From an optimization exercise on the open Yosys and OpenROAD flow, aimed at small area, a short achievable clock period and few clock cycles; shortcuts taken in it are not production practice.
RTL that was checked went through simulation tests only; none was proved equivalent to the original.
No activity file was given, so power comes from the tool's default toggle rates.

Setup of v6:
==> flow/design.v <==
module Bin2BCD(
    input clk,
    input rst,
    input en,
    input [11:0] bin_d_in,
    output [15:0] bcd_d_out,
    output rdy
    );
    function [3:0] add3(input [3:0] d);
        case (d)
            4'd5: add3 = 4'd8;
            4'd6: add3 = 4'd9;
            4'd7: add3 = 4'd10;
            4'd8: add3 = 4'd11;
            4'd9: add3 = 4'd12;
            default: add3 = d;
        endcase
    endfunction
    reg [27:0] a;
    integer i;
    always @* begin
        a = {16'b0, bin_d_in};
        for (i = 0; i < 9; i = i + 1) begin
            a[15:12] = add3(a[15:12]);
            a[19:16] = add3(a[19:16]);
            a[23:20] = add3(a[23:20]);
            a[27:24] = add3(a[27:24]);
            a = a << 1;
        end
    end
    reg [13:0] mid_q;
    reg        rdy_q;
    always @(posedge clk) begin
        if (en) mid_q <= a[22:9];
        rdy_q <= en & ~rst;
    end
    reg [27:0] s;
    integer j;
    always @* begin
        s = 28'b0;
        s[22:9] = mid_q;
        for (j = 0; j < 3; j = j + 1) begin
            s[15:12] = add3(s[15:12]);
            s[19:16] = add3(s[19:16]);
            s[23:20] = add3(s[23:20]);
            s[27:24] = add3(s[27:24]);
            s = s << 1;
        end
    end
    assign bcd_d_out = s[27:12];
    assign rdy = rdy_q;
endmodule
clock: 3.0 ns
lec_check: 0
abc_area: 1
cap_margin: 20
core_margin: 2
core_utilization: 40
setup_slack_margin: 0.5
slew_margin: 20
run.sh (not shown) runs the stock make flow with config.mk's settings and CLKGATE_MAP_FILE= SYNTH_SCRIPT=/design/flow/synth_recipe.tcl, a recipe that flattens the netlist after the stock synthesis.
v6 completed end to end with timing, DRC and antenna clean.
Testbench counts of v6, summed over its fixed seeds: cycles 4,096.
The following lists how v7 was set up differently from v6:
--- a/flow/design.v
+++ b/flow/design.v
@@ -20,7 +20,7 @@
     integer i;
     always @* begin
         a = {16'b0, bin_d_in};
-        for (i = 0; i < 9; i = i + 1) begin
+        for (i = 0; i < 10; i = i + 1) begin
             a[15:12] = add3(a[15:12]);
             a[19:16] = add3(a[19:16]);
             a[23:20] = add3(a[23:20]);
@@ -28,18 +28,18 @@
             a = a << 1;
         end
     end
-    reg [13:0] mid_q;
+    reg [14:0] mid_q;
     reg        rdy_q;
     always @(posedge clk) begin
-        if (en) mid_q <= a[22:9];
+        if (en) mid_q <= a[24:10];
         rdy_q <= en & ~rst;
     end
     reg [27:0] s;
     integer j;
     always @* begin
         s = 28'b0;
-        s[22:9] = mid_q;
-        for (j = 0; j < 3; j = j + 1) begin
+        s[24:10] = mid_q;
+        for (j = 0; j < 2; j = j + 1) begin
             s[15:12] = add3(s[15:12]);
             s[19:16] = add3(s[19:16]);
             s[23:20] = add3(s[23:20]);
[summary]
Sort v7 and v6 by post-CTS setup repair buffer count asc -> top: v6
Summary: clock period minus final worst setup slack, v7 better than v6
Against v6, sequential power in v7 rose by a little under 10%.
Compared with v6, v7 shows a share of the final layout cell area in sequential cells that is 1.1 points lower.
Diff v6 -> v7 | fraction of cell area in non-clock buffers | decrease of 0.87 points
Compared with v6, v7 is the more power-hungry design.
v6 has lower cell count along the critical path than v7.
For v7, only the layout was checked, not whether the RTL still works.


Starts from the design.v that is shown in full above.
export LEC_CHECK = 0
export ABC_AREA = 1
export CAP_MARGIN = 20
export CORE_MARGIN = 2
export CORE_UTILIZATION = 40
export SLEW_MARGIN = 20
create_clock -name core_clock -period 3.0 [get_ports {clk}]
Testbench counts at the start, summed over its fixed seeds: cycles 4,096.
Edit:
--- a/flow/design.v
+++ b/flow/design.v
@@ -20,7 +20,7 @@
     integer i;
     always @* begin
         a = {16'b0, bin_d_in};
-        for (i = 0; i < 9; i = i + 1) begin
+        for (i = 0; i < 8; i = i + 1) begin
             a[15:12] = add3(a[15:12]);
             a[19:16] = add3(a[19:16]);
             a[23:20] = add3(a[23:20]);
@@ -31,15 +31,15 @@
     reg [13:0] mid_q;
     reg        rdy_q;
     always @(posedge clk) begin
-        if (en) mid_q <= a[22:9];
+        if (en) mid_q <= a[21:8];
         rdy_q <= en & ~rst;
     end
     reg [27:0] s;
     integer j;
     always @* begin
         s = 28'b0;
-        s[22:9] = mid_q;
-        for (j = 0; j < 3; j = j + 1) begin
+        s[21:8] = mid_q;
+        for (j = 0; j < 4; j = j + 1) begin
             s[15:12] = add3(s[15:12]);
             s[19:16] = add3(s[19:16]);
             s[23:20] = add3(s[23:20]);
After rerunning: The changed run finished but fails on negative setup slack. Final area rose by about 17%. Routed wire length went up by about 9%. Cell count is higher by 15%. Area after synthesis rises by about 20%. Die area increases by about 20%. Setup slack is worse by 0.079 ns. Global-route usage came out lower by 1.1 points. Critical path depth increases by 3.
Function not checked in the second run of this note: the RTL went through the layout flow alone.


## blue
Another version of the RTL of Bin2BCD (not shown whole).
For scale: about 32 I/O pins, about 0.0017 mm^2 of cells after synthesis.
==> flow/design.v (excerpt) <==
module Bin2BCD(
    input clk,
    input rst,
    input en,
    input [11:0] bin_d_in,
    output [15:0] bcd_d_out,
    output rdy
    );
==> module Bin2BCD, before the edit <==
module Bin2BCD(
    input clk,
    input rst,
    input en,
    input [11:0] bin_d_in,
    output [15:0] bcd_d_out,
    output rdy
    );
    function [2:0] mod5(input [3:0] d);
        begin
            mod5[2] = (d[2] & ~d[1] & ~d[0]) | (d[3] & d[0]);
            mod5[1] = (d[1] & ~d[2]) | (d[1] & d[0]) | (d[3] & ~d[0]);
            mod5[0] = (~d[3] & ~d[2] & d[0]) | (d[2] & d[1] & ~d[0]) | (d[3] & ~d[0]);
        end
    endfunction
    function ge5(input [3:0] d);
        ge5 = d[3] | (d[2] & (d[1] | d[0]));
    endfunction
    wire [3:0] a0_0 = {3'd0, bin_d_in[11]};
    wire [3:0] a1_0 = {a0_0[2:0], bin_d_in[10]};
    wire [3:0] a2_0 = {a1_0[2:0], bin_d_in[9]};
    wire [3:0] a3_0 = {mod5(a2_0), bin_d_in[8]};
    wire [3:0] a3_1 = {3'd0, ge5(a2_0)};
    wire [3:0] a4_0 = {mod5(a3_0), bin_d_in[7]};
    wire [3:0] a4_1 = {a3_1[2:0], ge5(a3_0)};
    wire [3:0] a5_0 = {mod5(a4_0), bin_d_in[6]};
    wire [3:0] a5_1 = {a4_1[2:0], ge5(a4_0)};
    wire [3:0] a6_0 = {mod5(a5_0), bin_d_in[5]};
    wire [3:0] a6_1 = {mod5(a5_1), ge5(a5_0)};
    wire [3:0] a6_2 = {3'd0, ge5(a5_1)};
    wire [3:0] a7_0 = {mod5(a6_0), bin_d_in[4]};
    wire [3:0] a7_1 = {mod5(a6_1), ge5(a6_0)};
    wire [3:0] a7_2 = {a6_2[2:0], ge5(a6_1)};
    wire [3:0] a8_0 = {mod5(a7_0), bin_d_in[3]};
    wire [3:0] a8_1 = {mod5(a7_1), ge5(a7_0)};
    wire [3:0] a8_2 = {a7_2[2:0], ge5(a7_1)};
    reg [13:0] mid_q;
    reg        rdy_q;
    always @(posedge clk) begin
        if (en) mid_q <= {a8_2[2:0], a8_1[3:0], a8_0[3:0], bin_d_in[2:0]};
        rdy_q <= en & ~rst;
    end
    wire [3:0] m_2 = {1'b0, mid_q[13:11]};
    wire [3:0] m_1 = {mid_q[10:7]};
    wire [3:0] m_0 = {mid_q[6:3]};
    wire [3:0] b9_0 = {mod5(m_0), mid_q[2]};
    wire [3:0] b9_1 = {mod5(m_1), ge5(m_0)};
    wire [3:0] b9_2 = {mod5(m_2), ge5(m_1)};
    wire [3:0] b9_3 = {3'd0, ge5(m_2)};
    wire [3:0] b10_0 = {mod5(b9_0), mid_q[1]};
    wire [3:0] b10_1 = {mod5(b9_1), ge5(b9_0)};
    wire [3:0] b10_2 = {mod5(b9_2), ge5(b9_1)};
    wire [3:0] b10_3 = {b9_3[2:0], ge5(b9_2)};
    wire [3:0] b11_0 = {mod5(b10_0), mid_q[0]};
    wire [3:0] b11_1 = {mod5(b10_1), ge5(b10_0)};
    wire [3:0] b11_2 = {mod5(b10_2), ge5(b10_1)};
    wire [3:0] b11_3 = {b10_3[2:0], ge5(b10_2)};
    assign bcd_d_out = {b11_3, b11_2, b11_1, b11_0};
    assign rdy = rdy_q;
endmodule
clock: 3.0 ns
lec_check: 0
abc_area: 1
cap_margin: 20
core_margin: 2
core_utilization: 40
slew_margin: 20
standard.sh (not shown) runs the stock make flow with config.mk's settings and CLKGATE_MAP_FILE= SYNTH_SCRIPT=/design/flow/synth_recipe.tcl, a recipe that flattens the netlist after the stock synthesis.
==> flow/flow/run.sh <==
#!/bin/bash
set -euo pipefail
bash standard.sh synth > synth.log 2>&1
export BUFFER_PORTS_ARGS="-buffer_cell sky130_fd_sc_hd__buf_1"
export DONT_USE_CELLS="sky130_fd_sc_hd__clkdlybuf4s50_1 sky130_fd_sc_hd__clkdlybuf4s50_2 sky130_fd_sc_hd__clkdlybuf4s25_1 sky130_fd_sc_hd__clkdlybuf4s25_2 sky130_fd_sc_hd__clkdlybuf4s15_1 sky130_fd_sc_hd__clkdlybuf4s15_2 sky130_fd_sc_hd__clkdlybuf4s18_1 sky130_fd_sc_hd__clkdlybuf4s18_2 sky130_fd_sc_hd__dlymetal6s2s_1 sky130_fd_sc_hd__dlymetal6s4s_1 sky130_fd_sc_hd__dlymetal6s6s_1 sky130_fd_sc_hd__dlygate4sd1_1 sky130_fd_sc_hd__dlygate4sd2_1 sky130_fd_sc_hd__dlygate4sd3_1"
bash standard.sh > layout.log 2>&1
Testbench counts of blue, summed over its fixed seeds: cycles 4,096.
Here is what was changed in the inputs of green compared with blue.
--- a/flow/design.v
+++ b/flow/design.v
@@ -32,27 +32,28 @@
     wire [3:0] a7_1 = {mod5(a6_1), ge5(a6_0)};
     wire [3:0] a7_2 = {a6_2[2:0], ge5(a6_1)};
     wire [3:0] a8_0 = {mod5(a7_0), bin_d_in[3]};
     wire [3:0] a8_1 = {mod5(a7_1), ge5(a7_0)};
     wire [3:0] a8_2 = {a7_2[2:0], ge5(a7_1)};
-    reg [13:0] mid_q;
+    wire [3:0] a9_0 = {mod5(a8_0), bin_d_in[2]};
+    wire [3:0] a9_1 = {mod5(a8_1), ge5(a8_0)};
+    wire [3:0] a9_2 = {mod5(a8_2), ge5(a8_1)};
+    wire [3:0] a9_3 = {3'd0, ge5(a8_2)};
+    reg [14:0] mid_q;
     reg        rdy_q;
     always @(posedge clk) begin
-        if (en) mid_q <= {a8_2[2:0], a8_1[3:0], a8_0[3:0], bin_d_in[2:0]};
+        if (en) mid_q <= {a9_3[0:0], a9_2[3:0], a9_1[3:0], a9_0[3:0], bin_d_in[1:0]};
         rdy_q <= en & ~rst;
     end
-    wire [3:0] m_2 = {1'b0, mid_q[13:11]};
-    wire [3:0] m_1 = {mid_q[10:7]};
-    wire [3:0] m_0 = {mid_q[6:3]};
-    wire [3:0] b9_0 = {mod5(m_0), mid_q[2]};
-    wire [3:0] b9_1 = {mod5(m_1), ge5(m_0)};
-    wire [3:0] b9_2 = {mod5(m_2), ge5(m_1)};
-    wire [3:0] b9_3 = {3'd0, ge5(m_2)};
-    wire [3:0] b10_0 = {mod5(b9_0), mid_q[1]};
-    wire [3:0] b10_1 = {mod5(b9_1), ge5(b9_0)};
-    wire [3:0] b10_2 = {mod5(b9_2), ge5(b9_1)};
-    wire [3:0] b10_3 = {b9_3[2:0], ge5(b9_2)};
+    wire [3:0] m_3 = {3'b0, mid_q[14:14]};
+    wire [3:0] m_2 = {mid_q[13:10]};
+    wire [3:0] m_1 = {mid_q[9:6]};
+    wire [3:0] m_0 = {mid_q[5:2]};
+    wire [3:0] b10_0 = {mod5(m_0), mid_q[1]};
+    wire [3:0] b10_1 = {mod5(m_1), ge5(m_0)};
+    wire [3:0] b10_2 = {mod5(m_2), ge5(m_1)};
+    wire [3:0] b10_3 = {m_3[2:0], ge5(m_2)};
     wire [3:0] b11_0 = {mod5(b10_0), mid_q[0]};
     wire [3:0] b11_1 = {mod5(b10_1), ge5(b10_0)};
     wire [3:0] b11_2 = {mod5(b10_2), ge5(b10_1)};
     wire [3:0] b11_3 = {b10_3[2:0], ge5(b10_2)};
     assign bcd_d_out = {b11_3, b11_2, b11_1, b11_0};
Notes after the runs:
mid_q[3]$_DFFE_PP_ as the startpoint of the most critical setup path was reported by blue, and bin_d_in[9] by green.
green vs blue on design area: green is the higher one.
blue → green: fraction of area in multi-input gates shows an increase of 1.2 points, die area shows an increase of about 3%, aggregate global routing overflow shows no meaningful change, top achievable clock speed shows an increase of about 8%.
Summary — layout multi-input combinational cell count, green relative to blue: higher, by 8.
Going from blue to green, the sequential share of the synthesized area was found to have gone up by 0.94 points.
Area of the core | green above blue
| combinational fraction of design power | lower: green |
Testbench counts of green, summed over its fixed seeds: cycles 4,096.

## separate check: timing with driven ports
The flow's constraints put no driver on any port. The routed layouts listed below were extracted and timed again, unchanged, in two steps.
Step 1 sets driving cells, clkbuf_16 on the clock port and buf_2 on the other inputs (assumed; they add their load-dependent delay and slew).
Step 2, shift: input delay + t, output delay - t, t = (earliest + latest rising clock arrival at the registers) / 2. This alone moves slack from input paths to output paths.
Slacks: no drivers / after step 1 / after step 2; pairs: no drivers / after step 1.
run | t (ns) | setup slack, ns | slew at the worst register clock pin (ns)
v6 | 0.272 | 0.045 / 0.021 / 0.293 | 0.06 / 0.06
v7 | 0.268 | 0.372 / 0.364 / 0.096 | 0.06 / 0.06
the first run of note 2 | 0.266 | 0.059 / 0.034 / -0.007 | 0.06 / 0.06
the second run of note 2 | 0.270 | -0.019 / -0.042 / 0.054 | 0.07 / 0.07
blue | 0.269 | 0.286 / 0.265 / 0.534 | 0.06 / 0.06
green | 0.261 | 0.479 / 0.478 / 0.217 | 0.06 / 0.06
Met with ideal ports but missed after step 2: setup timing in the first run of note 2. The setup slack of v7, which loses most, moves by -0.008 ns with the drivers and by -0.276 ns with both steps.
